Context: an optimization exercise on an open-source flow, tuned for small area. The choices shown serve that exercise and are no tape-out recipe.
Where RTL was checked, it was by simulation tests only, not by an equivalence proof against the original.

==> inputs of run X <==
Design pipelined_cordic, start of the top module:
module pipelined_cordic(
    input Clk, Rst,
    input signed [15:0] x_in, y_in,
    output signed [15:0] magnitude,
    output signed [15:0] angle
);
Settings: LEC_CHECK=0, CAP_MARGIN=20, CORE_MARGIN=2, CORE_UTILIZATION=55, PLACE_DENSITY=0.7, SLEW_MARGIN=20, SYNTH_HIERARCHICAL=1, SYNTH_MINIMUM_KEEP_SIZE=0; clock period 4.5 ns.
standard.sh (not shown) runs the stock make flow with config.mk's settings and CLKGATE_MAP_FILE= SYNTH_SCRIPT=/design/flow/synth_recipe.tcl, a recipe that flattens the netlist after the stock synthesis.
==> flow/flow/run.sh <==
#!/bin/bash
# Standard layout; the port buffers use the smallest buffer cell and the
# clock tree is built without dummy loads.
set -euo pipefail
export BUFFER_PORTS_ARGS="-buffer_cell sky130_fd_sc_hd__buf_1"
export CTS_ARGS="-sink_clustering_enable -repair_clock_nets -sink_clustering_size 16 -sink_clustering_max_diameter 80 -buf_list sky130_fd_sc_hd__clkbuf_8 -dont_use_dummy_load"
bash standard.sh > standard.log 2>&1
==> run E: changes against run X <==
- CORE_UTILIZATION: 55 -> 60
- PLACE_DENSITY: 0.7 -> 0.75
==> results.txt <==
In run X the core utilization is lower than in run E, by 5.6 points.
Between run E and run X, the lower register-to-register slack is in run E (gap 20 ps).
Between run X and run E, the lower cell count is in run E (gap about 0.9%, measured against run E).
Between run X and run E, the lower clock skew is in run X (gap 21 ps).
==> figures <==
item	run X	run E
Number of DRC markers after the initial detailed-route iteration	190	262
Total length of routed met3 wires	994 um	799 um
Final Routed Wirelength	25,740 um	25,710 um
Number of core rows	69	66
Number of non-clock buffers	89	91
Detailed placer's ending HPWL	20,210 um	20,200 um
Run status	timing/DRC/antenna clean	timing/DRC/antenna clean
Tmin final	4349 ps	4367 ps
Fill cell total of the finished layout	2,802	2,325
Setup slack on the worst flop-to-flop path	150 ps	130 ps
CP Data Arrival Time	4820 ps	4780 ps
Total Routing Usage GR	15.22%	16.03%

========
==> inputs of fjord <==
pipelined_cordic, a different RTL version from the one above (not shown whole).
Settings: LEC_CHECK=0, CAP_MARGIN=20, CORE_MARGIN=2, CORE_UTILIZATION=40, CTS_BUF_LIST=sky130_fd_sc_hd__clkbuf_8, CTS_CLUSTER_DIAMETER=70, CTS_CLUSTER_SIZE=19, PLACE_DENSITY=0.6, SLEW_MARGIN=20, SYNTH_HIERARCHICAL=1, SYNTH_MINIMUM_KEEP_SIZE=0; clock period 4.5 ns.
run.sh (not shown) runs the stock make flow with config.mk's settings and CLKGATE_MAP_FILE= SYNTH_SCRIPT=/design/flow/synth_recipe.tcl, a recipe that flattens the netlist after the stock synthesis.
Stock flow here: none of the scripts above is used.
==> inputs of quartz, as changes to fjord <==
==> flow/flow/run.sh (new file) <==
#!/bin/bash
# Standard layout; the port buffers use the smallest buffer cell.
set -euo pipefail
export BUFFER_PORTS_ARGS="-buffer_cell sky130_fd_sc_hd__buf_1"
bash standard.sh > standard.log 2>&1
==> flow/standard.sh (new file) <==
#!/bin/bash
# synth_recipe.tcl (not shown) runs the flow's synth.tcl, then flattens the netlist and writes it again
# the make line also repeats each setting of config.mk as NAME=value (left out here)
make -C /OpenROAD-flow-scripts/flow DESIGN_CONFIG=/design/flow/config.mk WORK_HOME=/design/flow/orfs CLKGATE_MAP_FILE= SYNTH_SCRIPT=/design/flow/synth_recipe.tcl "${@:-finish}"
CTS_CLUSTER_DIAMETER = 80   (was 70)
CTS_CLUSTER_SIZE = 16   (was 19)
removed: flow/run.sh
==> out/metrics.yaml <==
totalWireLength_um: 33200
status: "timing/DRC/antenna clean"
ctsResizeCount: 0
tightestPinTransition_ps: 754
placed_area_um2: 24100
cp_data_required_time_ps: 5000
via_per_inst: 4.37
clk_share: 0.0282
final_cell_area_um2: 24800
path_cells: "xnor2_1 -> fa_1 -> fa_1 -> fa_1 -> fa_1 -> fa_1 -> fa_1 -> fa_1 -> fa_1 -> fa_1 -> xnor2_1"
clock_buffers: 44
final_cells: 2465
(the above is from fjord)
==> out/metrics.yaml <==
status: "timing/DRC/antenna clean"
cp_data_required_time_ps: 4990
final_cell_area_um2: 24400
hold_path_class: "reg -> reg"
final_cells: 2466
startpoint_type: "flop"
tightestPinTransition_ps: 695
clk_share: 0.0278
totalWireLength_um: 33100
clock_buffers: 43
via_per_inst: 4.40
placed_cells: 2409
grt_pass1_vias: 12200
path_cells: "xnor2_1 -> fa_1 -> fa_1 -> fa_1 -> fa_2 -> fa_1 -> fa_1 -> fa_1 -> fa_1 -> fa_1 -> xnor2_1"
ctsResizeCount: 1
(the above is from quartz)
No functional check of the RTL was part of any run of this note.

[afterwards: timing with drivers on the ports]
No port has a modelled driver above. Below, the same layouts with a new extraction and two added sets of constraints.
Step 1 (the two cells are an assumption about what drives the block):
set clk [get_ports {Clk}]
set_driving_cell -lib_cell sky130_fd_sc_hd__clkbuf_16 $clk
set_driving_cell -lib_cell sky130_fd_sc_hd__buf_2 [delete_from_list [all_inputs] $clk]
Step 2, shift: input delay + t, output delay - t, t = (earliest + latest rising clock arrival at the registers) / 2. This alone moves slack from input paths to output paths.
a / b / c = ideal / step 1 / step 2; a / b = the first two.
run | t, ns | slack for setup (ns) | worst setup path at the end | worst register clock-pin slew, ns
run X | 0.626 | 0.151 / 0.151 / 0.151 | register to register | 0.10 / 0.10
run E | 0.578 | 0.133 / 0.133 / 0.133 | register to register | 0.10 / 0.10
fjord | 0.661 | 0.153 / 0.153 / 0.153 | register to register | 0.12 / 0.12
quartz | 0.659 | 0.218 / 0.218 / 0.218 | register to register | 0.11 / 0.11
After both steps setup and hold are still met in every run listed.
